This is an optimization exercise on Yosys and OpenROAD, whose aim is small area and a short achievable clock period, not a production implementation.
In this exercise RTL edits were held to simulation tests only and were not proved equivalent to the original.
Power and IR drop assume default switching activity.

==> design/flow/config.mk <==
export PLATFORM = sky130hd
export DESIGN_NAME = alu_stage
export DESIGN_NICKNAME = alu_stage
export VERILOG_FILES = /design/flow/design.v
export SDC_FILE = /design/flow/constraint.sdc
export NUM_CORES = 4
export LEC_CHECK = 0
export CAP_MARGIN = 20
export CORE_MARGIN = 2
export CORE_UTILIZATION = 60
export SLEW_MARGIN = 20
==> design/flow/constraint.sdc <==
create_clock -name core_clock -period 33.0 [get_ports {clk}]
set_input_delay 6.6000 -clock core_clock [delete_from_list [all_inputs] [get_ports {clk}]]
set_output_delay 6.6000 -clock core_clock [all_outputs]
set_load 0.01 [all_outputs]
==> design/flow/design.v <==
module divrow #(parameter W = 15)
	(input [W-1:0] rs, input [15:0] bx, input cin,
	 output q, output [W-1:0] r);
wire [17:0] t = {{(18-W){1'b0}}, rs} + {2'b01, bx} + {17'd0, cin};
assign q = t[17];
assign r = t[17] ? t[W-1:0] : rs;
endmodule
module mul16(input [15:0] a, input [15:0] b, output [31:0] p);
wire pp_0_0 = a[0] & b[0];
wire pp_0_1 = a[0] & b[1];
wire pp_0_2 = a[0] & b[2];
wire pp_0_3 = a[0] & b[3];
wire pp_0_4 = a[0] & b[4];
wire pp_0_5 = a[0] & b[5];
wire pp_0_6 = a[0] & b[6];
wire pp_0_7 = a[0] & b[7];
wire pp_0_8 = a[0] & b[8];
wire pp_0_9 = a[0] & b[9];
wire pp_0_10 = a[0] & b[10];
wire pp_0_11 = a[0] & b[11];
wire pp_0_12 = a[0] & b[12];
wire pp_0_13 = a[0] & b[13];
wire pp_0_14 = a[0] & b[14];
wire pp_0_15 = ~(a[0] & b[15]);
wire pp_1_0 = a[1] & b[0];
wire pp_1_1 = a[1] & b[1];
wire pp_1_2 = a[1] & b[2];
wire pp_1_3 = a[1] & b[3];
wire pp_1_4 = a[1] & b[4];
wire pp_1_5 = a[1] & b[5];
wire pp_1_6 = a[1] & b[6];
wire pp_1_7 = a[1] & b[7];
wire pp_1_8 = a[1] & b[8];
wire pp_1_9 = a[1] & b[9];
wire pp_1_10 = a[1] & b[10];
wire pp_1_11 = a[1] & b[11];
wire pp_1_12 = a[1] & b[12];
wire pp_1_13 = a[1] & b[13];
wire pp_1_14 = a[1] & b[14];
wire pp_1_15 = ~(a[1] & b[15]);
wire pp_2_0 = a[2] & b[0];
wire pp_2_1 = a[2] & b[1];
wire pp_2_2 = a[2] & b[2];
wire pp_2_3 = a[2] & b[3];
wire pp_2_4 = a[2] & b[4];
wire pp_2_5 = a[2] & b[5];
wire pp_2_6 = a[2] & b[6];
wire pp_2_7 = a[2] & b[7];
wire pp_2_8 = a[2] & b[8];
wire pp_2_9 = a[2] & b[9];
wire pp_2_10 = a[2] & b[10];
wire pp_2_11 = a[2] & b[11];
wire pp_2_12 = a[2] & b[12];
wire pp_2_13 = a[2] & b[13];
wire pp_2_14 = a[2] & b[14];
wire pp_2_15 = ~(a[2] & b[15]);
wire pp_3_0 = a[3] & b[0];
wire pp_3_1 = a[3] & b[1];
wire pp_3_2 = a[3] & b[2];
wire pp_3_3 = a[3] & b[3];
wire pp_3_4 = a[3] & b[4];
wire pp_3_5 = a[3] & b[5];
wire pp_3_6 = a[3] & b[6];
wire pp_3_7 = a[3] & b[7];
wire pp_3_8 = a[3] & b[8];
wire pp_3_9 = a[3] & b[9];
wire pp_3_10 = a[3] & b[10];
wire pp_3_11 = a[3] & b[11];
wire pp_3_12 = a[3] & b[12];
wire pp_3_13 = a[3] & b[13];
wire pp_3_14 = a[3] & b[14];
wire pp_3_15 = ~(a[3] & b[15]);
wire pp_4_0 = a[4] & b[0];
wire pp_4_1 = a[4] & b[1];
wire pp_4_2 = a[4] & b[2];
wire pp_4_3 = a[4] & b[3];
wire pp_4_4 = a[4] & b[4];
wire pp_4_5 = a[4] & b[5];
wire pp_4_6 = a[4] & b[6];
wire pp_4_7 = a[4] & b[7];
wire pp_4_8 = a[4] & b[8];
wire pp_4_9 = a[4] & b[9];
wire pp_4_10 = a[4] & b[10];
wire pp_4_11 = a[4] & b[11];
wire pp_4_12 = a[4] & b[12];
wire pp_4_13 = a[4] & b[13];
wire pp_4_14 = a[4] & b[14];
wire pp_4_15 = ~(a[4] & b[15]);
wire pp_5_0 = a[5] & b[0];
wire pp_5_1 = a[5] & b[1];
wire pp_5_2 = a[5] & b[2];
wire pp_5_3 = a[5] & b[3];
wire pp_5_4 = a[5] & b[4];
wire pp_5_5 = a[5] & b[5];
wire pp_5_6 = a[5] & b[6];
wire pp_5_7 = a[5] & b[7];
wire pp_5_8 = a[5] & b[8];
wire pp_5_9 = a[5] & b[9];
wire pp_5_10 = a[5] & b[10];
wire pp_5_11 = a[5] & b[11];
wire pp_5_12 = a[5] & b[12];
wire pp_5_13 = a[5] & b[13];
wire pp_5_14 = a[5] & b[14];
wire pp_5_15 = ~(a[5] & b[15]);
wire pp_6_0 = a[6] & b[0];
wire pp_6_1 = a[6] & b[1];
wire pp_6_2 = a[6] & b[2];
wire pp_6_3 = a[6] & b[3];
wire pp_6_4 = a[6] & b[4];
wire pp_6_5 = a[6] & b[5];
wire pp_6_6 = a[6] & b[6];
wire pp_6_7 = a[6] & b[7];
wire pp_6_8 = a[6] & b[8];
wire pp_6_9 = a[6] & b[9];
wire pp_6_10 = a[6] & b[10];
wire pp_6_11 = a[6] & b[11];
wire pp_6_12 = a[6] & b[12];
wire pp_6_13 = a[6] & b[13];
wire pp_6_14 = a[6] & b[14];
wire pp_6_15 = ~(a[6] & b[15]);
wire pp_7_0 = a[7] & b[0];
wire pp_7_1 = a[7] & b[1];
wire pp_7_2 = a[7] & b[2];
wire pp_7_3 = a[7] & b[3];
wire pp_7_4 = a[7] & b[4];
wire pp_7_5 = a[7] & b[5];
wire pp_7_6 = a[7] & b[6];
wire pp_7_7 = a[7] & b[7];
wire pp_7_8 = a[7] & b[8];
wire pp_7_9 = a[7] & b[9];
wire pp_7_10 = a[7] & b[10];
wire pp_7_11 = a[7] & b[11];
wire pp_7_12 = a[7] & b[12];
wire pp_7_13 = a[7] & b[13];
wire pp_7_14 = a[7] & b[14];
wire pp_7_15 = ~(a[7] & b[15]);
wire pp_8_0 = a[8] & b[0];
wire pp_8_1 = a[8] & b[1];
wire pp_8_2 = a[8] & b[2];
wire pp_8_3 = a[8] & b[3];
wire pp_8_4 = a[8] & b[4];
wire pp_8_5 = a[8] & b[5];
wire pp_8_6 = a[8] & b[6];
wire pp_8_7 = a[8] & b[7];
wire pp_8_8 = a[8] & b[8];
wire pp_8_9 = a[8] & b[9];
wire pp_8_10 = a[8] & b[10];
wire pp_8_11 = a[8] & b[11];
wire pp_8_12 = a[8] & b[12];
wire pp_8_13 = a[8] & b[13];
wire pp_8_14 = a[8] & b[14];
wire pp_8_15 = ~(a[8] & b[15]);
wire pp_9_0 = a[9] & b[0];
wire pp_9_1 = a[9] & b[1];
wire pp_9_2 = a[9] & b[2];
wire pp_9_3 = a[9] & b[3];
wire pp_9_4 = a[9] & b[4];
wire pp_9_5 = a[9] & b[5];
wire pp_9_6 = a[9] & b[6];
wire pp_9_7 = a[9] & b[7];
wire pp_9_8 = a[9] & b[8];
wire pp_9_9 = a[9] & b[9];
wire pp_9_10 = a[9] & b[10];
wire pp_9_11 = a[9] & b[11];
wire pp_9_12 = a[9] & b[12];
wire pp_9_13 = a[9] & b[13];
wire pp_9_14 = a[9] & b[14];
wire pp_9_15 = ~(a[9] & b[15]);
wire pp_10_0 = a[10] & b[0];
wire pp_10_1 = a[10] & b[1];
wire pp_10_2 = a[10] & b[2];
wire pp_10_3 = a[10] & b[3];
wire pp_10_4 = a[10] & b[4];
wire pp_10_5 = a[10] & b[5];
wire pp_10_6 = a[10] & b[6];
wire pp_10_7 = a[10] & b[7];
wire pp_10_8 = a[10] & b[8];
wire pp_10_9 = a[10] & b[9];
wire pp_10_10 = a[10] & b[10];
wire pp_10_11 = a[10] & b[11];
wire pp_10_12 = a[10] & b[12];
wire pp_10_13 = a[10] & b[13];
wire pp_10_14 = a[10] & b[14];
wire pp_10_15 = ~(a[10] & b[15]);
wire pp_11_0 = a[11] & b[0];
wire pp_11_1 = a[11] & b[1];
wire pp_11_2 = a[11] & b[2];
wire pp_11_3 = a[11] & b[3];
wire pp_11_4 = a[11] & b[4];
wire pp_11_5 = a[11] & b[5];
wire pp_11_6 = a[11] & b[6];
wire pp_11_7 = a[11] & b[7];
wire pp_11_8 = a[11] & b[8];
wire pp_11_9 = a[11] & b[9];
wire pp_11_10 = a[11] & b[10];
wire pp_11_11 = a[11] & b[11];
wire pp_11_12 = a[11] & b[12];
wire pp_11_13 = a[11] & b[13];
wire pp_11_14 = a[11] & b[14];
wire pp_11_15 = ~(a[11] & b[15]);
wire pp_12_0 = a[12] & b[0];
wire pp_12_1 = a[12] & b[1];
wire pp_12_2 = a[12] & b[2];
wire pp_12_3 = a[12] & b[3];
wire pp_12_4 = a[12] & b[4];
wire pp_12_5 = a[12] & b[5];
wire pp_12_6 = a[12] & b[6];
wire pp_12_7 = a[12] & b[7];
wire pp_12_8 = a[12] & b[8];
wire pp_12_9 = a[12] & b[9];
wire pp_12_10 = a[12] & b[10];
wire pp_12_11 = a[12] & b[11];
wire pp_12_12 = a[12] & b[12];
wire pp_12_13 = a[12] & b[13];
wire pp_12_14 = a[12] & b[14];
wire pp_12_15 = ~(a[12] & b[15]);
wire pp_13_0 = a[13] & b[0];
wire pp_13_1 = a[13] & b[1];
wire pp_13_2 = a[13] & b[2];
wire pp_13_3 = a[13] & b[3];
wire pp_13_4 = a[13] & b[4];
wire pp_13_5 = a[13] & b[5];
wire pp_13_6 = a[13] & b[6];
wire pp_13_7 = a[13] & b[7];
wire pp_13_8 = a[13] & b[8];
wire pp_13_9 = a[13] & b[9];
wire pp_13_10 = a[13] & b[10];
wire pp_13_11 = a[13] & b[11];
wire pp_13_12 = a[13] & b[12];
wire pp_13_13 = a[13] & b[13];
wire pp_13_14 = a[13] & b[14];
wire pp_13_15 = ~(a[13] & b[15]);
wire pp_14_0 = a[14] & b[0];
wire pp_14_1 = a[14] & b[1];
wire pp_14_2 = a[14] & b[2];
wire pp_14_3 = a[14] & b[3];
wire pp_14_4 = a[14] & b[4];
wire pp_14_5 = a[14] & b[5];
wire pp_14_6 = a[14] & b[6];
wire pp_14_7 = a[14] & b[7];
wire pp_14_8 = a[14] & b[8];
wire pp_14_9 = a[14] & b[9];
wire pp_14_10 = a[14] & b[10];
wire pp_14_11 = a[14] & b[11];
wire pp_14_12 = a[14] & b[12];
wire pp_14_13 = a[14] & b[13];
wire pp_14_14 = a[14] & b[14];
wire pp_14_15 = ~(a[14] & b[15]);
wire pp_15_0 = ~(a[15] & b[0]);
wire pp_15_1 = ~(a[15] & b[1]);
wire pp_15_2 = ~(a[15] & b[2]);
wire pp_15_3 = ~(a[15] & b[3]);
wire pp_15_4 = ~(a[15] & b[4]);
wire pp_15_5 = ~(a[15] & b[5]);
wire pp_15_6 = ~(a[15] & b[6]);
wire pp_15_7 = ~(a[15] & b[7]);
wire pp_15_8 = ~(a[15] & b[8]);
wire pp_15_9 = ~(a[15] & b[9]);
wire pp_15_10 = ~(a[15] & b[10]);
wire pp_15_11 = ~(a[15] & b[11]);
wire pp_15_12 = ~(a[15] & b[12]);
wire pp_15_13 = ~(a[15] & b[13]);
wire pp_15_14 = ~(a[15] & b[14]);
wire pp_15_15 = a[15] & b[15];
wire hs0 = pp_0_13 ^ pp_1_12;
wire hc0 = pp_0_13 & pp_1_12;
wire fs1 = pp_0_14 ^ pp_1_13 ^ pp_2_12;
wire fc1 = (pp_0_14 & pp_1_13) | (pp_2_12 & (pp_0_14 ^ pp_1_13));
wire hs2 = pp_3_11 ^ pp_4_10;
wire hc2 = pp_3_11 & pp_4_10;
wire fs3 = pp_0_15 ^ pp_1_14 ^ pp_2_13;
wire fc3 = (pp_0_15 & pp_1_14) | (pp_2_13 & (pp_0_15 ^ pp_1_14));
wire fs4 = pp_3_12 ^ pp_4_11 ^ pp_5_10;
wire fc4 = (pp_3_12 & pp_4_11) | (pp_5_10 & (pp_3_12 ^ pp_4_11));
wire hs5 = pp_6_9 ^ pp_7_8;
wire hc5 = pp_6_9 & pp_7_8;
wire fs6 = pp_1_15 ^ pp_2_14 ^ pp_3_13;
wire fc6 = (pp_1_15 & pp_2_14) | (pp_3_13 & (pp_1_15 ^ pp_2_14));
wire fs7 = pp_4_12 ^ pp_5_11 ^ pp_6_10;
wire fc7 = (pp_4_12 & pp_5_11) | (pp_6_10 & (pp_4_12 ^ pp_5_11));
wire fs8 = pp_7_9 ^ pp_8_8 ^ pp_9_7;
wire fc8 = (pp_7_9 & pp_8_8) | (pp_9_7 & (pp_7_9 ^ pp_8_8));
wire fs9 = pp_2_15 ^ pp_3_14 ^ pp_4_13;
wire fc9 = (pp_2_15 & pp_3_14) | (pp_4_13 & (pp_2_15 ^ pp_3_14));
wire fs10 = pp_5_12 ^ pp_6_11 ^ pp_7_10;
wire fc10 = (pp_5_12 & pp_6_11) | (pp_7_10 & (pp_5_12 ^ pp_6_11));
wire fs11 = pp_3_15 ^ pp_4_14 ^ pp_5_13;
wire fc11 = (pp_3_15 & pp_4_14) | (pp_5_13 & (pp_3_15 ^ pp_4_14));
wire hs12 = pp_0_9 ^ pp_1_8;
wire hc12 = pp_0_9 & pp_1_8;
wire fs13 = pp_0_10 ^ pp_1_9 ^ pp_2_8;
wire fc13 = (pp_0_10 & pp_1_9) | (pp_2_8 & (pp_0_10 ^ pp_1_9));
wire hs14 = pp_3_7 ^ pp_4_6;
wire hc14 = pp_3_7 & pp_4_6;
wire fs15 = pp_0_11 ^ pp_1_10 ^ pp_2_9;
wire fc15 = (pp_0_11 & pp_1_10) | (pp_2_9 & (pp_0_11 ^ pp_1_10));
wire fs16 = pp_3_8 ^ pp_4_7 ^ pp_5_6;
wire fc16 = (pp_3_8 & pp_4_7) | (pp_5_6 & (pp_3_8 ^ pp_4_7));
wire hs17 = pp_6_5 ^ pp_7_4;
wire hc17 = pp_6_5 & pp_7_4;
wire fs18 = pp_0_12 ^ pp_1_11 ^ pp_2_10;
wire fc18 = (pp_0_12 & pp_1_11) | (pp_2_10 & (pp_0_12 ^ pp_1_11));
wire fs19 = pp_3_9 ^ pp_4_8 ^ pp_5_7;
wire fc19 = (pp_3_9 & pp_4_8) | (pp_5_7 & (pp_3_9 ^ pp_4_8));
wire fs20 = pp_6_6 ^ pp_7_5 ^ pp_8_4;
wire fc20 = (pp_6_6 & pp_7_5) | (pp_8_4 & (pp_6_6 ^ pp_7_5));
wire hs21 = pp_9_3 ^ pp_10_2;
wire hc21 = pp_9_3 & pp_10_2;
wire fs22 = hs0 ^ pp_2_11 ^ pp_3_10;
wire fc22 = (hs0 & pp_2_11) | (pp_3_10 & (hs0 ^ pp_2_11));
wire fs23 = pp_4_9 ^ pp_5_8 ^ pp_6_7;
wire fc23 = (pp_4_9 & pp_5_8) | (pp_6_7 & (pp_4_9 ^ pp_5_8));
wire fs24 = pp_7_6 ^ pp_8_5 ^ pp_9_4;
wire fc24 = (pp_7_6 & pp_8_5) | (pp_9_4 & (pp_7_6 ^ pp_8_5));
wire fs25 = pp_10_3 ^ pp_11_2 ^ pp_12_1;
wire fc25 = (pp_10_3 & pp_11_2) | (pp_12_1 & (pp_10_3 ^ pp_11_2));
wire fs26 = hc0 ^ fs1 ^ hs2;
wire fc26 = (hc0 & fs1) | (hs2 & (hc0 ^ fs1));
wire fs27 = pp_5_9 ^ pp_6_8 ^ pp_7_7;
wire fc27 = (pp_5_9 & pp_6_8) | (pp_7_7 & (pp_5_9 ^ pp_6_8));
wire fs28 = pp_8_6 ^ pp_9_5 ^ pp_10_4;
wire fc28 = (pp_8_6 & pp_9_5) | (pp_10_4 & (pp_8_6 ^ pp_9_5));
wire fs29 = pp_11_3 ^ pp_12_2 ^ pp_13_1;
wire fc29 = (pp_11_3 & pp_12_2) | (pp_13_1 & (pp_11_3 ^ pp_12_2));
wire fs30 = fc1 ^ hc2 ^ fs3;
wire fc30 = (fc1 & hc2) | (fs3 & (fc1 ^ hc2));
wire fs31 = fs4 ^ hs5 ^ pp_8_7;
wire fc31 = (fs4 & hs5) | (pp_8_7 & (fs4 ^ hs5));
wire fs32 = pp_9_6 ^ pp_10_5 ^ pp_11_4;
wire fc32 = (pp_9_6 & pp_10_5) | (pp_11_4 & (pp_9_6 ^ pp_10_5));
wire fs33 = pp_12_3 ^ pp_13_2 ^ pp_14_1;
wire fc33 = (pp_12_3 & pp_13_2) | (pp_14_1 & (pp_12_3 ^ pp_13_2));
wire fs34 = fc3 ^ fc4 ^ hc5;
wire fc34 = (fc3 & fc4) | (hc5 & (fc3 ^ fc4));
wire fs35 = fs6 ^ fs7 ^ fs8;
wire fc35 = (fs6 & fs7) | (fs8 & (fs6 ^ fs7));
wire fs36 = pp_10_6 ^ pp_11_5 ^ pp_12_4;
wire fc36 = (pp_10_6 & pp_11_5) | (pp_12_4 & (pp_10_6 ^ pp_11_5));
wire fs37 = pp_13_3 ^ pp_14_2 ^ pp_15_1;
wire fc37 = (pp_13_3 & pp_14_2) | (pp_15_1 & (pp_13_3 ^ pp_14_2));
wire fs38 = fc6 ^ fc7 ^ fc8;
wire fc38 = (fc6 & fc7) | (fc8 & (fc6 ^ fc7));
wire fs39 = fs9 ^ fs10 ^ pp_8_9;
wire fc39 = (fs9 & fs10) | (pp_8_9 & (fs9 ^ fs10));
wire fs40 = pp_9_8 ^ pp_10_7 ^ pp_11_6;
wire fc40 = (pp_9_8 & pp_10_7) | (pp_11_6 & (pp_9_8 ^ pp_10_7));
wire fs41 = pp_12_5 ^ pp_13_4 ^ pp_14_3;
wire fc41 = (pp_12_5 & pp_13_4) | (pp_14_3 & (pp_12_5 ^ pp_13_4));
wire fs42 = fc9 ^ fc10 ^ fs11;
wire fc42 = (fc9 & fc10) | (fs11 & (fc9 ^ fc10));
wire fs43 = pp_6_12 ^ pp_7_11 ^ pp_8_10;
wire fc43 = (pp_6_12 & pp_7_11) | (pp_8_10 & (pp_6_12 ^ pp_7_11));
wire fs44 = pp_9_9 ^ pp_10_8 ^ pp_11_7;
wire fc44 = (pp_9_9 & pp_10_8) | (pp_11_7 & (pp_9_9 ^ pp_10_8));
wire fs45 = pp_12_6 ^ pp_13_5 ^ pp_14_4;
wire fc45 = (pp_12_6 & pp_13_5) | (pp_14_4 & (pp_12_6 ^ pp_13_5));
wire fs46 = fc11 ^ pp_4_15 ^ pp_5_14;
wire fc46 = (fc11 & pp_4_15) | (pp_5_14 & (fc11 ^ pp_4_15));
wire fs47 = pp_6_13 ^ pp_7_12 ^ pp_8_11;
wire fc47 = (pp_6_13 & pp_7_12) | (pp_8_11 & (pp_6_13 ^ pp_7_12));
wire fs48 = pp_9_10 ^ pp_10_9 ^ pp_11_8;
wire fc48 = (pp_9_10 & pp_10_9) | (pp_11_8 & (pp_9_10 ^ pp_10_9));
wire fs49 = pp_12_7 ^ pp_13_6 ^ pp_14_5;
wire fc49 = (pp_12_7 & pp_13_6) | (pp_14_5 & (pp_12_7 ^ pp_13_6));
wire fs50 = pp_5_15 ^ pp_6_14 ^ pp_7_13;
wire fc50 = (pp_5_15 & pp_6_14) | (pp_7_13 & (pp_5_15 ^ pp_6_14));
wire fs51 = pp_8_12 ^ pp_9_11 ^ pp_10_10;
wire fc51 = (pp_8_12 & pp_9_11) | (pp_10_10 & (pp_8_12 ^ pp_9_11));
wire fs52 = pp_11_9 ^ pp_12_8 ^ pp_13_7;
wire fc52 = (pp_11_9 & pp_12_8) | (pp_13_7 & (pp_11_9 ^ pp_12_8));
wire fs53 = pp_6_15 ^ pp_7_14 ^ pp_8_13;
wire fc53 = (pp_6_15 & pp_7_14) | (pp_8_13 & (pp_6_15 ^ pp_7_14));
wire fs54 = pp_9_12 ^ pp_10_11 ^ pp_11_10;
wire fc54 = (pp_9_12 & pp_10_11) | (pp_11_10 & (pp_9_12 ^ pp_10_11));
wire fs55 = pp_7_15 ^ pp_8_14 ^ pp_9_13;
wire fc55 = (pp_7_15 & pp_8_14) | (pp_9_13 & (pp_7_15 ^ pp_8_14));
wire hs56 = pp_0_6 ^ pp_1_5;
wire hc56 = pp_0_6 & pp_1_5;
wire fs57 = pp_0_7 ^ pp_1_6 ^ pp_2_5;
wire fc57 = (pp_0_7 & pp_1_6) | (pp_2_5 & (pp_0_7 ^ pp_1_6));
wire hs58 = pp_3_4 ^ pp_4_3;
wire hc58 = pp_3_4 & pp_4_3;
wire fs59 = pp_0_8 ^ pp_1_7 ^ pp_2_6;
wire fc59 = (pp_0_8 & pp_1_7) | (pp_2_6 & (pp_0_8 ^ pp_1_7));
wire fs60 = pp_3_5 ^ pp_4_4 ^ pp_5_3;
wire fc60 = (pp_3_5 & pp_4_4) | (pp_5_3 & (pp_3_5 ^ pp_4_4));
wire hs61 = pp_6_2 ^ pp_7_1;
wire hc61 = pp_6_2 & pp_7_1;
wire fs62 = hs12 ^ pp_2_7 ^ pp_3_6;
wire fc62 = (hs12 & pp_2_7) | (pp_3_6 & (hs12 ^ pp_2_7));
wire fs63 = pp_4_5 ^ pp_5_4 ^ pp_6_3;
wire fc63 = (pp_4_5 & pp_5_4) | (pp_6_3 & (pp_4_5 ^ pp_5_4));
wire fs64 = pp_7_2 ^ pp_8_1 ^ pp_9_0;
wire fc64 = (pp_7_2 & pp_8_1) | (pp_9_0 & (pp_7_2 ^ pp_8_1));
wire fs65 = hc12 ^ fs13 ^ hs14;
wire fc65 = (hc12 & fs13) | (hs14 & (hc12 ^ fs13));
wire fs66 = pp_5_5 ^ pp_6_4 ^ pp_7_3;
wire fc66 = (pp_5_5 & pp_6_4) | (pp_7_3 & (pp_5_5 ^ pp_6_4));
wire fs67 = pp_8_2 ^ pp_9_1 ^ pp_10_0;
wire fc67 = (pp_8_2 & pp_9_1) | (pp_10_0 & (pp_8_2 ^ pp_9_1));
wire fs68 = fc13 ^ hc14 ^ fs15;
wire fc68 = (fc13 & hc14) | (fs15 & (fc13 ^ hc14));
wire fs69 = fs16 ^ hs17 ^ pp_8_3;
wire fc69 = (fs16 & hs17) | (pp_8_3 & (fs16 ^ hs17));
wire fs70 = pp_9_2 ^ pp_10_1 ^ pp_11_0;
wire fc70 = (pp_9_2 & pp_10_1) | (pp_11_0 & (pp_9_2 ^ pp_10_1));
wire fs71 = fc15 ^ fc16 ^ hc17;
wire fc71 = (fc15 & fc16) | (hc17 & (fc15 ^ fc16));
wire fs72 = fs18 ^ fs19 ^ fs20;
wire fc72 = (fs18 & fs19) | (fs20 & (fs18 ^ fs19));
wire fs73 = hs21 ^ pp_11_1 ^ pp_12_0;
wire fc73 = (hs21 & pp_11_1) | (pp_12_0 & (hs21 ^ pp_11_1));
wire fs74 = fc18 ^ fc19 ^ fc20;
wire fc74 = (fc18 & fc19) | (fc20 & (fc18 ^ fc19));
wire fs75 = hc21 ^ fs22 ^ fs23;
wire fc75 = (hc21 & fs22) | (fs23 & (hc21 ^ fs22));
wire fs76 = fs24 ^ fs25 ^ pp_13_0;
wire fc76 = (fs24 & fs25) | (pp_13_0 & (fs24 ^ fs25));
wire fs77 = fc22 ^ fc23 ^ fc24;
wire fc77 = (fc22 & fc23) | (fc24 & (fc22 ^ fc23));
wire fs78 = fc25 ^ fs26 ^ fs27;
wire fc78 = (fc25 & fs26) | (fs27 & (fc25 ^ fs26));
wire fs79 = fs28 ^ fs29 ^ pp_14_0;
wire fc79 = (fs28 & fs29) | (pp_14_0 & (fs28 ^ fs29));
wire fs80 = fc26 ^ fc27 ^ fc28;
wire fc80 = (fc26 & fc27) | (fc28 & (fc26 ^ fc27));
wire fs81 = fc29 ^ fs30 ^ fs31;
wire fc81 = (fc29 & fs30) | (fs31 & (fc29 ^ fs30));
wire fs82 = fs32 ^ fs33 ^ pp_15_0;
wire fc82 = (fs32 & fs33) | (pp_15_0 & (fs32 ^ fs33));
wire fs83 = fc30 ^ fc31 ^ fc32;
wire fc83 = (fc30 & fc31) | (fc32 & (fc30 ^ fc31));
wire fs84 = fc33 ^ fs34 ^ fs35;
wire fc84 = (fc33 & fs34) | (fs35 & (fc33 ^ fs34));
wire fs85 = fs36 ^ fs37 ^ 1'b1;
wire fc85 = (fs36 & fs37) | (1'b1 & (fs36 ^ fs37));
wire fs86 = fc34 ^ fc35 ^ fc36;
wire fc86 = (fc34 & fc35) | (fc36 & (fc34 ^ fc35));
wire fs87 = fc37 ^ fs38 ^ fs39;
wire fc87 = (fc37 & fs38) | (fs39 & (fc37 ^ fs38));
wire fs88 = fs40 ^ fs41 ^ pp_15_2;
wire fc88 = (fs40 & fs41) | (pp_15_2 & (fs40 ^ fs41));
wire fs89 = fc38 ^ fc39 ^ fc40;
wire fc89 = (fc38 & fc39) | (fc40 & (fc38 ^ fc39));
wire fs90 = fc41 ^ fs42 ^ fs43;
wire fc90 = (fc41 & fs42) | (fs43 & (fc41 ^ fs42));
wire fs91 = fs44 ^ fs45 ^ pp_15_3;
wire fc91 = (fs44 & fs45) | (pp_15_3 & (fs44 ^ fs45));
wire fs92 = fc42 ^ fc43 ^ fc44;
wire fc92 = (fc42 & fc43) | (fc44 & (fc42 ^ fc43));
wire fs93 = fc45 ^ fs46 ^ fs47;
wire fc93 = (fc45 & fs46) | (fs47 & (fc45 ^ fs46));
wire fs94 = fs48 ^ fs49 ^ pp_15_4;
wire fc94 = (fs48 & fs49) | (pp_15_4 & (fs48 ^ fs49));
wire fs95 = fc46 ^ fc47 ^ fc48;
wire fc95 = (fc46 & fc47) | (fc48 & (fc46 ^ fc47));
wire fs96 = fc49 ^ fs50 ^ fs51;
wire fc96 = (fc49 & fs50) | (fs51 & (fc49 ^ fs50));
wire fs97 = fs52 ^ pp_14_6 ^ pp_15_5;
wire fc97 = (fs52 & pp_14_6) | (pp_15_5 & (fs52 ^ pp_14_6));
wire fs98 = fc50 ^ fc51 ^ fc52;
wire fc98 = (fc50 & fc51) | (fc52 & (fc50 ^ fc51));
wire fs99 = fs53 ^ fs54 ^ pp_12_9;
wire fc99 = (fs53 & fs54) | (pp_12_9 & (fs53 ^ fs54));
wire fs100 = pp_13_8 ^ pp_14_7 ^ pp_15_6;
wire fc100 = (pp_13_8 & pp_14_7) | (pp_15_6 & (pp_13_8 ^ pp_14_7));
wire fs101 = fc53 ^ fc54 ^ fs55;
wire fc101 = (fc53 & fc54) | (fs55 & (fc53 ^ fc54));
wire fs102 = pp_10_12 ^ pp_11_11 ^ pp_12_10;
wire fc102 = (pp_10_12 & pp_11_11) | (pp_12_10 & (pp_10_12 ^ pp_11_11));
wire fs103 = pp_13_9 ^ pp_14_8 ^ pp_15_7;
wire fc103 = (pp_13_9 & pp_14_8) | (pp_15_7 & (pp_13_9 ^ pp_14_8));
wire fs104 = fc55 ^ pp_8_15 ^ pp_9_14;
wire fc104 = (fc55 & pp_8_15) | (pp_9_14 & (fc55 ^ pp_8_15));
wire fs105 = pp_10_13 ^ pp_11_12 ^ pp_12_11;
wire fc105 = (pp_10_13 & pp_11_12) | (pp_12_11 & (pp_10_13 ^ pp_11_12));
wire fs106 = pp_13_10 ^ pp_14_9 ^ pp_15_8;
wire fc106 = (pp_13_10 & pp_14_9) | (pp_15_8 & (pp_13_10 ^ pp_14_9));
wire fs107 = pp_9_15 ^ pp_10_14 ^ pp_11_13;
wire fc107 = (pp_9_15 & pp_10_14) | (pp_11_13 & (pp_9_15 ^ pp_10_14));
wire fs108 = pp_12_12 ^ pp_13_11 ^ pp_14_10;
wire fc108 = (pp_12_12 & pp_13_11) | (pp_14_10 & (pp_12_12 ^ pp_13_11));
wire fs109 = pp_10_15 ^ pp_11_14 ^ pp_12_13;
wire fc109 = (pp_10_15 & pp_11_14) | (pp_12_13 & (pp_10_15 ^ pp_11_14));
wire hs110 = pp_0_4 ^ pp_1_3;
wire hc110 = pp_0_4 & pp_1_3;
wire fs111 = pp_0_5 ^ pp_1_4 ^ pp_2_3;
wire fc111 = (pp_0_5 & pp_1_4) | (pp_2_3 & (pp_0_5 ^ pp_1_4));
wire hs112 = pp_3_2 ^ pp_4_1;
wire hc112 = pp_3_2 & pp_4_1;
wire fs113 = hs56 ^ pp_2_4 ^ pp_3_3;
wire fc113 = (hs56 & pp_2_4) | (pp_3_3 & (hs56 ^ pp_2_4));
wire fs114 = pp_4_2 ^ pp_5_1 ^ pp_6_0;
wire fc114 = (pp_4_2 & pp_5_1) | (pp_6_0 & (pp_4_2 ^ pp_5_1));
wire fs115 = hc56 ^ fs57 ^ hs58;
wire fc115 = (hc56 & fs57) | (hs58 & (hc56 ^ fs57));
wire fs116 = pp_5_2 ^ pp_6_1 ^ pp_7_0;
wire fc116 = (pp_5_2 & pp_6_1) | (pp_7_0 & (pp_5_2 ^ pp_6_1));
wire fs117 = fc57 ^ hc58 ^ fs59;
wire fc117 = (fc57 & hc58) | (fs59 & (fc57 ^ hc58));
wire fs118 = fs60 ^ hs61 ^ pp_8_0;
wire fc118 = (fs60 & hs61) | (pp_8_0 & (fs60 ^ hs61));
wire fs119 = fc59 ^ fc60 ^ hc61;
wire fc119 = (fc59 & fc60) | (hc61 & (fc59 ^ fc60));
wire fs120 = fs62 ^ fs63 ^ fs64;
wire fc120 = (fs62 & fs63) | (fs64 & (fs62 ^ fs63));
wire fs121 = fc62 ^ fc63 ^ fc64;
wire fc121 = (fc62 & fc63) | (fc64 & (fc62 ^ fc63));
wire fs122 = fs65 ^ fs66 ^ fs67;
wire fc122 = (fs65 & fs66) | (fs67 & (fs65 ^ fs66));
wire fs123 = fc65 ^ fc66 ^ fc67;
wire fc123 = (fc65 & fc66) | (fc67 & (fc65 ^ fc66));
wire fs124 = fs68 ^ fs69 ^ fs70;
wire fc124 = (fs68 & fs69) | (fs70 & (fs68 ^ fs69));
wire fs125 = fc68 ^ fc69 ^ fc70;
wire fc125 = (fc68 & fc69) | (fc70 & (fc68 ^ fc69));
wire fs126 = fs71 ^ fs72 ^ fs73;
wire fc126 = (fs71 & fs72) | (fs73 & (fs71 ^ fs72));
wire fs127 = fc71 ^ fc72 ^ fc73;
wire fc127 = (fc71 & fc72) | (fc73 & (fc71 ^ fc72));
wire fs128 = fs74 ^ fs75 ^ fs76;
wire fc128 = (fs74 & fs75) | (fs76 & (fs74 ^ fs75));
wire fs129 = fc74 ^ fc75 ^ fc76;
wire fc129 = (fc74 & fc75) | (fc76 & (fc74 ^ fc75));
wire fs130 = fs77 ^ fs78 ^ fs79;
wire fc130 = (fs77 & fs78) | (fs79 & (fs77 ^ fs78));
wire fs131 = fc77 ^ fc78 ^ fc79;
wire fc131 = (fc77 & fc78) | (fc79 & (fc77 ^ fc78));
wire fs132 = fs80 ^ fs81 ^ fs82;
wire fc132 = (fs80 & fs81) | (fs82 & (fs80 ^ fs81));
wire fs133 = fc80 ^ fc81 ^ fc82;
wire fc133 = (fc80 & fc81) | (fc82 & (fc80 ^ fc81));
wire fs134 = fs83 ^ fs84 ^ fs85;
wire fc134 = (fs83 & fs84) | (fs85 & (fs83 ^ fs84));
wire fs135 = fc83 ^ fc84 ^ fc85;
wire fc135 = (fc83 & fc84) | (fc85 & (fc83 ^ fc84));
wire fs136 = fs86 ^ fs87 ^ fs88;
wire fc136 = (fs86 & fs87) | (fs88 & (fs86 ^ fs87));
wire fs137 = fc86 ^ fc87 ^ fc88;
wire fc137 = (fc86 & fc87) | (fc88 & (fc86 ^ fc87));
wire fs138 = fs89 ^ fs90 ^ fs91;
wire fc138 = (fs89 & fs90) | (fs91 & (fs89 ^ fs90));
wire fs139 = fc89 ^ fc90 ^ fc91;
wire fc139 = (fc89 & fc90) | (fc91 & (fc89 ^ fc90));
wire fs140 = fs92 ^ fs93 ^ fs94;
wire fc140 = (fs92 & fs93) | (fs94 & (fs92 ^ fs93));
wire fs141 = fc92 ^ fc93 ^ fc94;
wire fc141 = (fc92 & fc93) | (fc94 & (fc92 ^ fc93));
wire fs142 = fs95 ^ fs96 ^ fs97;
wire fc142 = (fs95 & fs96) | (fs97 & (fs95 ^ fs96));
wire fs143 = fc95 ^ fc96 ^ fc97;
wire fc143 = (fc95 & fc96) | (fc97 & (fc95 ^ fc96));
wire fs144 = fs98 ^ fs99 ^ fs100;
wire fc144 = (fs98 & fs99) | (fs100 & (fs98 ^ fs99));
wire fs145 = fc98 ^ fc99 ^ fc100;
wire fc145 = (fc98 & fc99) | (fc100 & (fc98 ^ fc99));
wire fs146 = fs101 ^ fs102 ^ fs103;
wire fc146 = (fs101 & fs102) | (fs103 & (fs101 ^ fs102));
wire fs147 = fc101 ^ fc102 ^ fc103;
wire fc147 = (fc101 & fc102) | (fc103 & (fc101 ^ fc102));
wire fs148 = fs104 ^ fs105 ^ fs106;
wire fc148 = (fs104 & fs105) | (fs106 & (fs104 ^ fs105));
wire fs149 = fc104 ^ fc105 ^ fc106;
wire fc149 = (fc104 & fc105) | (fc106 & (fc104 ^ fc105));
wire fs150 = fs107 ^ fs108 ^ pp_15_9;
wire fc150 = (fs107 & fs108) | (pp_15_9 & (fs107 ^ fs108));
wire fs151 = fc107 ^ fc108 ^ fs109;
wire fc151 = (fc107 & fc108) | (fs109 & (fc107 ^ fc108));
wire fs152 = pp_13_12 ^ pp_14_11 ^ pp_15_10;
wire fc152 = (pp_13_12 & pp_14_11) | (pp_15_10 & (pp_13_12 ^ pp_14_11));
wire fs153 = fc109 ^ pp_11_15 ^ pp_12_14;
wire fc153 = (fc109 & pp_11_15) | (pp_12_14 & (fc109 ^ pp_11_15));
wire fs154 = pp_13_13 ^ pp_14_12 ^ pp_15_11;
wire fc154 = (pp_13_13 & pp_14_12) | (pp_15_11 & (pp_13_13 ^ pp_14_12));
wire fs155 = pp_12_15 ^ pp_13_14 ^ pp_14_13;
wire fc155 = (pp_12_15 & pp_13_14) | (pp_14_13 & (pp_12_15 ^ pp_13_14));
wire hs156 = pp_0_3 ^ pp_1_2;
wire hc156 = pp_0_3 & pp_1_2;
wire fs157 = hs110 ^ pp_2_2 ^ pp_3_1;
wire fc157 = (hs110 & pp_2_2) | (pp_3_1 & (hs110 ^ pp_2_2));
wire fs158 = hc110 ^ fs111 ^ hs112;
wire fc158 = (hc110 & fs111) | (hs112 & (hc110 ^ fs111));
wire fs159 = fc111 ^ hc112 ^ fs113;
wire fc159 = (fc111 & hc112) | (fs113 & (fc111 ^ hc112));
wire fs160 = fc113 ^ fc114 ^ fs115;
wire fc160 = (fc113 & fc114) | (fs115 & (fc113 ^ fc114));
wire fs161 = fc115 ^ fc116 ^ fs117;
wire fc161 = (fc115 & fc116) | (fs117 & (fc115 ^ fc116));
wire fs162 = fc117 ^ fc118 ^ fs119;
wire fc162 = (fc117 & fc118) | (fs119 & (fc117 ^ fc118));
wire fs163 = fc119 ^ fc120 ^ fs121;
wire fc163 = (fc119 & fc120) | (fs121 & (fc119 ^ fc120));
wire fs164 = fc121 ^ fc122 ^ fs123;
wire fc164 = (fc121 & fc122) | (fs123 & (fc121 ^ fc122));
wire fs165 = fc123 ^ fc124 ^ fs125;
wire fc165 = (fc123 & fc124) | (fs125 & (fc123 ^ fc124));
wire fs166 = fc125 ^ fc126 ^ fs127;
wire fc166 = (fc125 & fc126) | (fs127 & (fc125 ^ fc126));
wire fs167 = fc127 ^ fc128 ^ fs129;
wire fc167 = (fc127 & fc128) | (fs129 & (fc127 ^ fc128));
wire fs168 = fc129 ^ fc130 ^ fs131;
wire fc168 = (fc129 & fc130) | (fs131 & (fc129 ^ fc130));
wire fs169 = fc131 ^ fc132 ^ fs133;
wire fc169 = (fc131 & fc132) | (fs133 & (fc131 ^ fc132));
wire fs170 = fc133 ^ fc134 ^ fs135;
wire fc170 = (fc133 & fc134) | (fs135 & (fc133 ^ fc134));
wire fs171 = fc135 ^ fc136 ^ fs137;
wire fc171 = (fc135 & fc136) | (fs137 & (fc135 ^ fc136));
wire fs172 = fc137 ^ fc138 ^ fs139;
wire fc172 = (fc137 & fc138) | (fs139 & (fc137 ^ fc138));
wire fs173 = fc139 ^ fc140 ^ fs141;
wire fc173 = (fc139 & fc140) | (fs141 & (fc139 ^ fc140));
wire fs174 = fc141 ^ fc142 ^ fs143;
wire fc174 = (fc141 & fc142) | (fs143 & (fc141 ^ fc142));
wire fs175 = fc143 ^ fc144 ^ fs145;
wire fc175 = (fc143 & fc144) | (fs145 & (fc143 ^ fc144));
wire fs176 = fc145 ^ fc146 ^ fs147;
wire fc176 = (fc145 & fc146) | (fs147 & (fc145 ^ fc146));
wire fs177 = fc147 ^ fc148 ^ fs149;
wire fc177 = (fc147 & fc148) | (fs149 & (fc147 ^ fc148));
wire fs178 = fc149 ^ fc150 ^ fs151;
wire fc178 = (fc149 & fc150) | (fs151 & (fc149 ^ fc150));
wire fs179 = fc151 ^ fc152 ^ fs153;
wire fc179 = (fc151 & fc152) | (fs153 & (fc151 ^ fc152));
wire fs180 = fc153 ^ fc154 ^ fs155;
wire fc180 = (fc153 & fc154) | (fs155 & (fc153 ^ fc154));
wire fs181 = fc155 ^ pp_13_15 ^ pp_14_14;
wire fc181 = (fc155 & pp_13_15) | (pp_14_14 & (fc155 ^ pp_13_15));
wire hs182 = pp_0_2 ^ pp_1_1;
wire hc182 = pp_0_2 & pp_1_1;
wire fs183 = hs156 ^ pp_2_1 ^ pp_3_0;
wire fc183 = (hs156 & pp_2_1) | (pp_3_0 & (hs156 ^ pp_2_1));
wire fs184 = hc156 ^ fs157 ^ pp_4_0;
wire fc184 = (hc156 & fs157) | (pp_4_0 & (hc156 ^ fs157));
wire fs185 = fc157 ^ fs158 ^ pp_5_0;
wire fc185 = (fc157 & fs158) | (pp_5_0 & (fc157 ^ fs158));
wire fs186 = fc158 ^ fs159 ^ fs114;
wire fc186 = (fc158 & fs159) | (fs114 & (fc158 ^ fs159));
wire fs187 = fc159 ^ fs160 ^ fs116;
wire fc187 = (fc159 & fs160) | (fs116 & (fc159 ^ fs160));
wire fs188 = fc160 ^ fs161 ^ fs118;
wire fc188 = (fc160 & fs161) | (fs118 & (fc160 ^ fs161));
wire fs189 = fc161 ^ fs162 ^ fs120;
wire fc189 = (fc161 & fs162) | (fs120 & (fc161 ^ fs162));
wire fs190 = fc162 ^ fs163 ^ fs122;
wire fc190 = (fc162 & fs163) | (fs122 & (fc162 ^ fs163));
wire fs191 = fc163 ^ fs164 ^ fs124;
wire fc191 = (fc163 & fs164) | (fs124 & (fc163 ^ fs164));
wire fs192 = fc164 ^ fs165 ^ fs126;
wire fc192 = (fc164 & fs165) | (fs126 & (fc164 ^ fs165));
wire fs193 = fc165 ^ fs166 ^ fs128;
wire fc193 = (fc165 & fs166) | (fs128 & (fc165 ^ fs166));
wire fs194 = fc166 ^ fs167 ^ fs130;
wire fc194 = (fc166 & fs167) | (fs130 & (fc166 ^ fs167));
wire fs195 = fc167 ^ fs168 ^ fs132;
wire fc195 = (fc167 & fs168) | (fs132 & (fc167 ^ fs168));
wire fs196 = fc168 ^ fs169 ^ fs134;
wire fc196 = (fc168 & fs169) | (fs134 & (fc168 ^ fs169));
wire fs197 = fc169 ^ fs170 ^ fs136;
wire fc197 = (fc169 & fs170) | (fs136 & (fc169 ^ fs170));
wire fs198 = fc170 ^ fs171 ^ fs138;
wire fc198 = (fc170 & fs171) | (fs138 & (fc170 ^ fs171));
wire fs199 = fc171 ^ fs172 ^ fs140;
wire fc199 = (fc171 & fs172) | (fs140 & (fc171 ^ fs172));
wire fs200 = fc172 ^ fs173 ^ fs142;
wire fc200 = (fc172 & fs173) | (fs142 & (fc172 ^ fs173));
wire fs201 = fc173 ^ fs174 ^ fs144;
wire fc201 = (fc173 & fs174) | (fs144 & (fc173 ^ fs174));
wire fs202 = fc174 ^ fs175 ^ fs146;
wire fc202 = (fc174 & fs175) | (fs146 & (fc174 ^ fs175));
wire fs203 = fc175 ^ fs176 ^ fs148;
wire fc203 = (fc175 & fs176) | (fs148 & (fc175 ^ fs176));
wire fs204 = fc176 ^ fs177 ^ fs150;
wire fc204 = (fc176 & fs177) | (fs150 & (fc176 ^ fs177));
wire fs205 = fc177 ^ fs178 ^ fs152;
wire fc205 = (fc177 & fs178) | (fs152 & (fc177 ^ fs178));
wire fs206 = fc178 ^ fs179 ^ fs154;
wire fc206 = (fc178 & fs179) | (fs154 & (fc178 ^ fs179));
wire fs207 = fc179 ^ fs180 ^ pp_15_12;
wire fc207 = (fc179 & fs180) | (pp_15_12 & (fc179 ^ fs180));
wire fs208 = fc180 ^ fs181 ^ pp_15_13;
wire fc208 = (fc180 & fs181) | (pp_15_13 & (fc180 ^ fs181));
wire fs209 = fc181 ^ pp_14_15 ^ pp_15_14;
wire fc209 = (fc181 & pp_14_15) | (pp_15_14 & (fc181 ^ pp_14_15));
wire [31:0] x = {1'b1, fc209, fc208, fc207, fc206, fc205, fc204, fc203, fc202, fc201, fc200, fc199, fc198, fc197, fc196, fc195, fc194, fc193, fc192, fc191, fc190, fc189, fc188, fc187, fc186, fc185, fc184, fc183, hc182, hs182, pp_0_1, pp_0_0};
wire [31:0] y = {1'b0, pp_15_15, fs209, fs208, fs207, fs206, fs205, fs204, fs203, fs202, fs201, fs200, fs199, fs198, fs197, fs196, fs195, fs194, fs193, fs192, fs191, fs190, fs189, fs188, fs187, fs186, fs185, fs184, fs183, pp_2_0, pp_1_0, 1'b0};
assign p = x + y;
endmodule
module alu_stage(input clk, input [15:0] a, b, input [3:0] funct,
				output [15:0] out, output [15:0] r15);
localparam J = 6;
localparam K = 13;
wire is_div = (funct == 4'b0101);
wire is_mul = (funct == 4'b0100);
wire is_add = (funct == 4'b0000);
wire is_sub = (funct == 4'b0001);
wire sa = a[15], sb = b[15];
wire [14:0] A = a[14:0] ^ {15{sa}};
wire [15:0] bx = sb ? b : ~b;
wire cin = ~sb;
wire bz = (b == 16'd0);
wire [15:0] sum = a + (is_sub ? ~b : b) + {15'd0, is_sub};
wire [14:0] r1 [0:J];
wire [14:0] q1;
assign r1[0] = 15'd0;
genvar j;
generate for (j = 1; j <= J; j = j + 1) begin : s1row
	wire [j-1:0] rr;
	wire [j-1:0] rs;
	if (j == 1) begin : first
		assign rs = A[14];
	end else begin : next
		assign rs = {r1[j-1][(j>1?j-2:0):0], A[15-j]};
	end
	divrow #(.W(j)) u(.rs(rs), .bx(bx), .cin(cin), .q(q1[15-j]), .r(rr));
	assign r1[j] = {{(15-j){1'b0}}, rr};
end endgenerate
reg [15:0] x1_q, y1_q;
reg [J-1:0] ra_q;
reg div1_q, mul1_q, sa1_q, cin1_q;
always @(posedge clk) begin
	x1_q   <= is_div ? {bz, q1[14:15-J], A[14-J:0]} :
	          is_mul ? a : ((is_add | is_sub) ? sum : 16'd0);
	y1_q   <= is_div ? bx : (is_mul ? b : 16'd0);
	ra_q   <= r1[J][J-1:0];
	div1_q <= is_div;
	mul1_q <= is_mul;
	sa1_q  <= sa;
	cin1_q <= cin;
end
wire [31:0] prod;
mul16 u_mul(.a(x1_q), .b(y1_q), .p(prod));
wire [14:0] r2 [J:K];
wire [14:0] q2;
assign r2[J] = {{(15-J){1'b0}}, ra_q};
generate for (j = J + 1; j <= K; j = j + 1) begin : s2row
	wire [j-1:0] rr;
	divrow #(.W(j)) u(.rs({r2[j-1][j-2:0], x1_q[15-j]}), .bx(y1_q), .cin(cin1_q), .q(q2[15-j]), .r(rr));
	assign r2[j] = {{(15-j){1'b0}}, rr};
end endgenerate
reg [15:0] x2_q, y2_q;
reg [14:0] rb_q;
reg div2_q, sa2_q, cin2_q;
always @(posedge clk) begin
	x2_q   <= div1_q ? {x1_q[15:15-J], q2[14-J:15-K], x1_q[14-K:0]} :
	          (mul1_q ? prod[15:0] : x1_q);
	y2_q   <= mul1_q ? prod[31:16] : y1_q;
	rb_q   <= r2[K][14:0];
	div2_q <= div1_q;
	sa2_q  <= sa1_q;
	cin2_q <= cin1_q;
end
wire [14:0] r3 [K:15];
wire [14:0] q3;
assign r3[K] = rb_q;
generate for (j = K + 1; j <= 15; j = j + 1) begin : s3row
	wire [j-1:0] rr;
	divrow #(.W(j)) u(.rs({r3[j-1][j-2:0], x2_q[15-j]}), .bx(y2_q), .cin(cin2_q), .q(q3[15-j]), .r(rr));
	assign r3[j] = {{(15-j){1'b0}}, rr};
end endgenerate
wire [15:0] qf = {x2_q[15:15-K], q3[14-K:0]};
wire [15:0] rf = {1'b0, r3[15]};
wire eq = &(rf ^ y2_q ^ {rf[14:0] & y2_q[14:0], cin2_q});
wire c  = sa2_q & eq;
wire nq = (sa2_q ^ ~cin2_q) & ~qf[15];
wire [15:0] qo = (qf ^ {16{nq}}) + {15'd0, c ^ nq};
wire [15:0] ro = (rf ^ {16{sa2_q}}) & {16{~c}};
assign out = div2_q ? qo : x2_q;
assign r15 = div2_q ? ro : y2_q;
endmodule
==> design/flow/flow/run.sh <==
#!/bin/bash
# Standard layout, with the setup repair asked to over-fix so the critical
# paths get sized for speed (the clock period and constraints are unchanged).
bash standard.sh SETUP_SLACK_MARGIN=16 finish > standard.log 2>&1
==> design/flow/standard.sh <==
#!/bin/bash
# synth_recipe.tcl (not shown) runs the flow's synth.tcl, then flattens the netlist and writes it again
# the make line also repeats each setting of config.mk as NAME=value (left out here)
make -C /OpenROAD-flow-scripts/flow DESIGN_CONFIG=/design/flow/config.mk WORK_HOME=/design/flow/orfs CLKGATE_MAP_FILE= SYNTH_SCRIPT=/design/flow/synth_recipe.tcl "${@:-finish}"
==> notes.md, run 1 <==
# TYPE chip_impl_metric gauge
chip_impl_info{name="status",value="complete, no violations"} 1
chip_impl_metric{name="finalSetupTns",unit="ps"} 0
chip_impl_metric{name="initial_antenna_violation_count",unit=""} 2
chip_impl_metric{name="vias_in_the_first_global_route",unit=""} 16800
chip_impl_metric{name="design.die.area",unit="um^2"} 33000
chip_impl_metric{name="grt_first_pass_wirelength",unit="um"} 86900
chip_impl_metric{name="power.density_cell_area",unit="nW/um^2"} 25.8
chip_impl_metric{name="grtUsageMet3",unit="%"} 5.52
chip_impl_metric{name="yosys-mux-area-fraction",unit="%"} 4.52
chip_impl_info{name="capture_point_of_the_worst_reg_to_reg_path",value="r3[13][9]$_DFF_P_"} 1
chip_impl_metric{name="use_met2",unit="%"} 56.5
chip_impl_info{name="synth_area_leader_cell",value="fa_1"} 1
chip_impl_metric{name="final.fill_count",unit=""} 2773
chip_impl_metric{name="clock_network_latency_to_the_later_pin_of_the_worst_skew_pair",unit="ps"} 370
chip_impl_metric{name="grt_start_max_net_pins",unit=""} 44
chip_impl_metric{name="cpPeakStageDelay",unit="ps"} 890
chip_impl_metric{name="synth_xor_area_share",unit="%"} 9.15
chip_impl_metric{name="post-dp-hpwl",unit="um"} 41300
chip_impl_metric{name="drc",unit=""} 0
chip_impl_metric{name="port_buffers",unit=""} 68
chip_impl_metric{name="area_growth",unit="%"} 7.40
chip_impl_metric{name="finalHoldViolations",unit=""} 0
chip_impl_info{name="area_contributors_post_synth",value="fa_1, ha_1, dfxtp_1"} 1
chip_impl_info{name="rsz0062_at_grt",value="no"} 1
chip_impl_metric{name="vdd.ir_drop.worst",unit="mV"} 0.0268
chip_impl_metric{name="wire_per_inst",unit="um"} 19.5
chip_impl_info{name="start_kind",value="primary input"} 1
chip_impl_metric{name="depth_of_the_worst_hold_timing_path",unit=""} 0
chip_impl_metric{name="worst-path-max-fanout",unit=""} 15
chip_impl_info{name="combinational_family_with_the_most_area_after_synthesis",value="adder cells"} 1
chip_impl_metric{name="max_cap_violations",unit=""} 0
chip_impl_metric{name="placed_cell_area",unit="um^2"} 20000
chip_impl_info{name="critical_path.endpoint_type",value="flop"} 1
chip_impl_metric{name="timing.max_slew.rel_slack",unit="%"} 35.9
chip_impl_metric{name="synthesis.yosys.warnings",unit=""} 1
chip_impl_metric{name="drive_gt1_share",unit="%"} 6.37
chip_impl_metric{name="die_height",unit="um"} 182
chip_impl_metric{name="area_occupied_by_multi_input_gates",unit="um^2"} 16000
chip_impl_metric{name="ff_latch_area",unit="um^2"} 1800
chip_impl_info{name="worstHoldEndpoint",value="sa2_q$_DFF_P_"} 1
chip_impl_info{name="timing.critical_path.slowest_stage_cell",value="clkdlybuf4s50_1"} 1
chip_impl_metric{name="place.gp.congestion",unit=""} 0.926
chip_impl_metric{name="worst_ep_arrival_time",unit="ps"} 15950
chip_impl_metric{name="final.setup_skew",unit="ps"} 9.34
chip_impl_metric{name="period_share",unit="%"} 47.6
chip_impl_info{name="post_synth_most_frequent_cells",value="nand2_1, inv_1, fa_1"} 1
chip_impl_metric{name="effective_utilization_at_floorplan",unit="%"} 60.5
chip_impl_metric{name="synthCells",unit=""} 2297
chip_impl_metric{name="htree_num_levels",unit=""} 3
chip_impl_metric{name="fin_area",unit="um^2"} 20300
chip_impl_metric{name="num_rows",unit=""} 65
chip_impl_metric{name="asyncSetResetFlopFracSynth",unit="%"} 0
chip_impl_metric{name="synth.avg_cell_area",unit="um^2"} 8.25
chip_impl_info{name="worst_hold_startpoint",value="sa1_q$_DFF_P_"} 1
chip_impl_metric{name="synth_edf_count",unit=""} 0
chip_impl_info{name="timing.hold.worst.class",value="flop to flop"} 1
chip_impl_metric{name="grt_overflow_total",unit=""} 0
chip_impl_metric{name="syn-num-nets",unit=""} 2742
chip_impl_info{name="grt.busiest_layer",value="met2"} 1
chip_impl_metric{name="timing.reg2reg.setup_slack",unit="ps"} 17680
chip_impl_metric{name="dr.pass1.iters",unit=""} 5
chip_impl_metric{name="post_cts_hold_buffer_count",unit=""} 0
chip_impl_metric{name="fin_ws",unit="ps"} 17300
chip_impl_metric{name="fin_nets",unit=""} 2762
chip_impl_metric{name="synth_area",unit="um^2"} 18900
chip_impl_metric{name="reg2reg_depth",unit=""} 62
chip_impl_info{name="cts_tree",value="built"} 1
chip_impl_metric{name="synth_seq_cells",unit=""} 90
chip_impl_metric{name="cts_max_path_buffers",unit=""} 2
chip_impl_metric{name="vias_per_cell",unit=""} 6.01
chip_impl_metric{name="adder_cell_share_of_the_synthesized_area",unit="%"} 35.6
chip_impl_metric{name="chip_width",unit="um"} 182
chip_impl_metric{name="post_synthesis_compound_gate_area_fraction",unit="%"} 16.3
chip_impl_metric{name="maxSlewViolCount",unit=""} 0
chip_impl_metric{name="detailed_route_iter0_violations",unit=""} 1113
chip_impl_metric{name="proportion_of_netlist_area_held_by_the_largest_area_contributor",unit="%"} 23.1
chip_impl_metric{name="worst_ep_required_time",unit="ps"} 33250
chip_impl_metric{name="synthesized_area_fraction_occupied_by_and_or_nand_nor_cells",unit="%"} 18.6
chip_impl_metric{name="layout_min_cycle_time",unit="ps"} 15700
chip_impl_metric{name="drtAntennaViolNets",unit=""} 0
chip_impl_metric{name="clkSinkCount",unit=""} 90
chip_impl_info{name="clockRootBuffer",value="clkbuf_16"} 1
chip_impl_metric{name="wirelength",unit="um"} 53200
chip_impl_info{name="critPathMostFrequentCell",value="ha_1"} 1
chip_impl_info{name="post-synth-top-count-cell",value="nand2_1"} 1
chip_impl_metric{name="max_slew.worst_pin.slew",unit="ps"} 960
chip_impl_metric{name="synth-seq-area-share",unit="%"} 9.51
chip_impl_metric{name="cts_made_buffers",unit=""} 9
chip_impl_metric{name="power.static_leakage",unit="nW"} 9.38
chip_impl_metric{name="global_route.usage.met1",unit="%"} 43.1
chip_impl_info{name="critical_path_type",value="primary input to flop"} 1
chip_impl_info{name="dominantRegCellSynth",value="dfxtp_1"} 1
chip_impl_info{name="critical_path.reg2reg.startpoint",value="y1_q[0]$_DFF_P_"} 1
chip_impl_metric{name="fmaxAchievable",unit="MHz"} 63.7
chip_impl_metric{name="num_io_pins",unit=""} 69
chip_impl_metric{name="synth.distinct_cells",unit=""} 80
chip_impl_metric{name="dpl_worst_slack",unit="ps"} 16290
chip_impl_metric{name="detailroute.via_count",unit=""} 16400
chip_impl_metric{name="core_area",unit="um^2"} 31300
chip_impl_metric{name="worst_setup_hold_path_clk_slew",unit="ps"} 70
chip_impl_metric{name="timing.final.setup_violations",unit=""} 0
chip_impl_metric{name="grt.total_usage",unit="%"} 33.4
[worst max path at each step]
| stage | start | end | slack (ps) | cells after the start |
|---|---|---|---|---|
| finish | b[15] | ra_q[2]$_DFF_P_ | 17300 | 36 |
| global route | y1_q[0]$_DFF_P_ | r3[13][12]$_DFF_P_ | 16020 | 63 |
| CTS | y1_q[0]$_DFF_P_ | r3[13][12]$_DFF_P_ | 16230 | 64 |
| detailed placement | y1_q[0]$_DFF_P_ | r3[13][12]$_DFF_P_ | 16290 | 64 |
| global placement | y1_q[0]$_DFF_P_ | r3[13][8]$_DFF_P_ | 16840 | 64 |
| floorplan | b[15] | ra_q[1]$_DFF_P_ | 18730 | 37 |
[stage by stage]
| step | hold slack (ps) | power [W] | utilization, % | std cells |
|---|---|---|---|---|
| after detailed placement | 406 | 0.000418 | 63.8 | 2703 |
| after global placement | 406 | 0.000413 | 63.8 | 2703 |
| after CTS | 405 | 0.000524 | 64.7 | 2719 |
| after global routing | 409 | 0.000567 | 65.0 | 2724 |
| final | 415 | 0.000525 | 65.0 | 2725 |
| after floorplan | 310 | 0.000342 | - | 2297 |
[area by class of cell]
cell class / instances / area share (%)
multi-input combinational: 1894 / 78.6
timing repair buffer: 100 / 4.53
clock buffer: 9 / 1.11
inverter: 222 / 4.13
clock inverter: 7 / 0.326
tap: 402 / 2.47
sequential: 90 / 8.87
antenna: 1 / 0.0123
[routing by layer]
metal  wire (um)  share of wire [%]  vias to the layer above
met3        3420                6.4                      118
met4        1890                3.6                        0
met5           0                  0                        -
met2       25100                 47                      528
met1       22800                 43                     7977
li1            -                  -                     7765
[kinds of logic after synthesis]
kind of cell               after synthesis
buffers and inverters                  313
AOI/OAI and AO/OA                      477
DFF                                     90
muxes                                   77
xor gates and xnor gates               198
adders and majority gates              408
and+or+nand+nor                        734
[registers in the layout, summed over array words and instances (netlist names), 6 cells and up]
register,cells
y2_q,16
x2_q,16
y1_q,16
r3,13
ra_q,6
x1_q,16
[placed cells by master (no fill, tap or decap), types with 8 or more instances in the layout]
| master | netlist | final |
|---|---|---|
| o21ai_0 | 102 | 100 |
| nand3_1 | 27 | 27 |
| xnor2_1 | 137 | 137 |
| a31oi_1 | 14 | 14 |
| or3_1 | 11 | 11 |
| a21oi_1 | 138 | 138 |
| nand2_1 | 230 | 229 |
| buf_4 | 3 | 32 |
| o21bai_1 | 11 | 11 |
| nor2b_1 | 37 | 37 |
| inv_1 | 221 | 219 |
| dfxtp_1 | 90 | 88 |
| ha_1 | 189 | 189 |
| or2_2 | 9 | 9 |
| nor3_1 | 40 | 40 |
| o211ai_1 | 10 | 10 |
| mux2_2 | 61 | 61 |
| a211oi_1 | 22 | 22 |
| a21boi_0 | 10 | 10 |
| mux2i_1 | 14 | 14 |
| a21o_1 | 46 | 46 |
| o21a_1 | 30 | 30 |
| and3_1 | 14 | 14 |
| nor2_1 | 180 | 180 |
| xor2_1 | 61 | 61 |
| o22ai_1 | 8 | 8 |
| and2_1 | 127 | 127 |
| clkbuf_16 | 0 | 9 |
| nand2b_1 | 20 | 19 |
| clkdlybuf4s50_1 | 0 | 68 |
| nand4_1 | 11 | 11 |
| fa_1 | 219 | 219 |
[worst max-delay path, delay by kind of cell]
| kind | cells | cell delay, ps |
|---|---|---|
| AO/OA/AOI/OAI | 15 | 3230 |
| multiplexers | 2 | 820 |
| XOR/XNOR | 2 | 630 |
| buffers and inverters | 2 | 1070 |
| AND/OR/NAND/NOR | 9 | 1620 |
| adder cells (fa/ha/maj) | 6 | 1970 |
[what timing repair did]
| action | 4_1_cts | 5_1_grt |
|---|---|---|
| setup endpoints to repair | 0 | 14 |
| setup buffers | 0 | 5 |
| gates resized for setup | 0 | 13 |
| endpoints found under the hold margin | 0 | 0 |
[where the power goes]
group | leakage [nW] | switching [W] | internal, W
clock network | 0.145 | 0.0000503 | 0.0000532
logic | 8.49 | 0.000158 | 0.000130
registers | 0.741 | 0.0000165 | 0.000117
total | 9.38 | 0.000225 | 0.000300
==> run 2, diff against run 1 <==
==> design/flow/flow/run.sh (replaced) <==
#!/bin/bash
# Standard layout, with the setup repair asked to over-fix so the critical
# paths get sized for speed (the clock period and constraints are unchanged).
bash standard.sh SETUP_SLACK_MARGIN=18 finish > standard.log 2>&1
==> notes.md, run 2 <==
# TYPE chip_impl_metric gauge
chip_impl_info{name="capture_point_of_the_worst_reg_to_reg_path",value="r3[13][9]$_DFF_P_"} 1
chip_impl_metric{name="num_io_pins",unit=""} 69
chip_impl_metric{name="power.density_cell_area",unit="nW/um^2"} 25.6
chip_impl_metric{name="chip_width",unit="um"} 182
chip_impl_metric{name="power.static_leakage",unit="nW"} 9.49
chip_impl_metric{name="timing.max_slew.rel_slack",unit="%"} 39.4
chip_impl_metric{name="max_cap_violations",unit=""} 0
chip_impl_metric{name="synth_xor_area_share",unit="%"} 9.15
chip_impl_metric{name="post-dp-hpwl",unit="um"} 41300
chip_impl_metric{name="period_share",unit="%"} 44.5
chip_impl_metric{name="adder_cell_share_of_the_synthesized_area",unit="%"} 35.6
chip_impl_metric{name="layout_min_cycle_time",unit="ps"} 14680
chip_impl_metric{name="worst_ep_arrival_time",unit="ps"} 8080
chip_impl_metric{name="cts_made_buffers",unit=""} 9
chip_impl_info{name="worst_hold_startpoint",value="sa1_q$_DFF_P_"} 1
chip_impl_metric{name="htree_num_levels",unit=""} 3
chip_impl_metric{name="wirelength",unit="um"} 54300
chip_impl_info{name="critPathMostFrequentCell",value="inv_1"} 1
chip_impl_metric{name="final_cells",unit=""} 2745
chip_impl_info{name="synth_area_leader_cell",value="fa_1"} 1
chip_impl_info{name="area_contributors_post_synth",value="fa_1, ha_1, dfxtp_1"} 1
chip_impl_metric{name="clkSinkCount",unit=""} 90
chip_impl_metric{name="share_seq_of_total_power",unit="%"} 25.2
chip_impl_metric{name="detailroute.via_count",unit=""} 16600
chip_impl_metric{name="final.setup_skew",unit="ps"} 8.75
chip_impl_metric{name="place.gp.congestion",unit=""} 0.926
chip_impl_metric{name="worst-path-max-fanout",unit=""} 12
chip_impl_metric{name="power.net_switching",unit="W"} 0.000229
chip_impl_metric{name="vdd.ir_drop.worst",unit="mV"} 0.0269
chip_impl_info{name="critical_path_type",value="flop to output port"} 1
chip_impl_metric{name="finish.utilization",unit="%"} 66.2
chip_impl_metric{name="reg2reg_depth",unit=""} 58
chip_impl_info{name="status",value="complete, no violations"} 1
chip_impl_metric{name="fin_nets",unit=""} 2782
run 2: power by group through the flow:
stage	Combinational [W]	Sequential, W	Clock (W)
CTS	0.000286	0.000133	0.000106
finish	0.000292	0.000134	0.000104
detailed placement	0.000283	0.000135	0
global route	0.000326	0.000134	0.000111
floorplan	0.000216	0.000126	0
global placement	0.000277	0.000135	0
run 2: critical path, delay by kind of cell (launching register included):
family	cells	cell delay (ps)
AOI/OAI and AO/OA	9	2160
xor gates and xnor gates	2	270
adders and majority gates	4	1340
buffers and inverters	5	1110
DFF	1	400
muxes	2	650
and+or+nand+nor	7	1750
run 2: final cells by class:
class	instances	area (um^2)	share of cell area, %
sequential	90	1820	8.77
timing repair buffer	118	1060	5.13
tap	402	503	2.43
antenna	1	2.50	0.0121
multi-input combinational	1896	16200	78.2
clock inverter	7	66.3	0.320
inverter	222	841	4.06
clock buffer	9	225	1.09
run 2: repair_timing:
| item | 4_1_cts | 5_1_grt |
|---|---|---|
| pin swaps | 1 | 14 |
| cloned | 1 | 2 |
| setup buffers | 2 | 20 |
| endpoints found under the setup margin | 33 | 33 |
| gates resized for setup | 30 | 49 |
run 2: worst min path at each step:
stage | to
global route | sa2_q$_DFF_P_
floorplan | sa2_q$_DFF_P_
CTS | sa2_q$_DFF_P_
global placement | sa2_q$_DFF_P_
finish | sa2_q$_DFF_P_
detailed placement | sa2_q$_DFF_P_
run 2: layer usage:
metal  track usage, %  part of all wire, %  vias to the layer above
met1             43.1                   42                     8102
met3             5.74                  7.0                      134
met4             13.0                  3.6                        0
li1                 -                    -                     7816
met5                0                    0                        -
met2             56.9                   47                      588
run 2: cells by family after synthesis:
kind of cell / count (synthesis)
AO/OA/AOI/OAI: 477
XOR/XNOR: 198
adder cells (fa/ha/maj): 408
buffers and inverters: 313
flip-flops: 90
multiplexers: 77
AND/OR/NAND/NOR: 734
run 2: stage by stage:
| stage | instance area (um^2) | power [W] | hold WS (ps) |
|---|---|---|---|
| after floorplan | 18900 | 0.000342 | 310 |
| after global placement | 20000 | 0.000413 | 406 |
| after detailed placement | 20000 | 0.000418 | 406 |
| after CTS | 20400 | 0.000525 | 405 |
| after global routing | 20700 | 0.000572 | 409 |
| final | 20700 | 0.000530 | 416 |

==> separate check: timing with driven ports <==
Ports are ideal in the flow. The routed layouts listed here were re-timed in OpenROAD. Step 1, drivers: a clkbuf_16 drives clk and a buf_2 each remaining input, both assumed. Step 2 also shifts input and output timing later by t, the mid clock arrival at the registers, as if the neighbouring blocks saw the same clock. Slacks: no drivers / after step 1 / after step 2; pairs: no drivers / after step 1.
run	t, ns	slack for setup (ns)	hold slack, ns	worst register clock-pin slew, ns
run 1	0.418	17.301 / 17.331 / 16.913	0.415 / 0.415 / 0.415	0.07 / 0.07
run 2	0.419	18.325 / 18.269 / 18.063	0.416 / 0.416 / 0.416	0.07 / 0.07
After both steps every run listed still meets setup and hold. The setup slack of run 1, which loses most, moves by +0.030 ns with the drivers and by -0.388 ns with both steps.
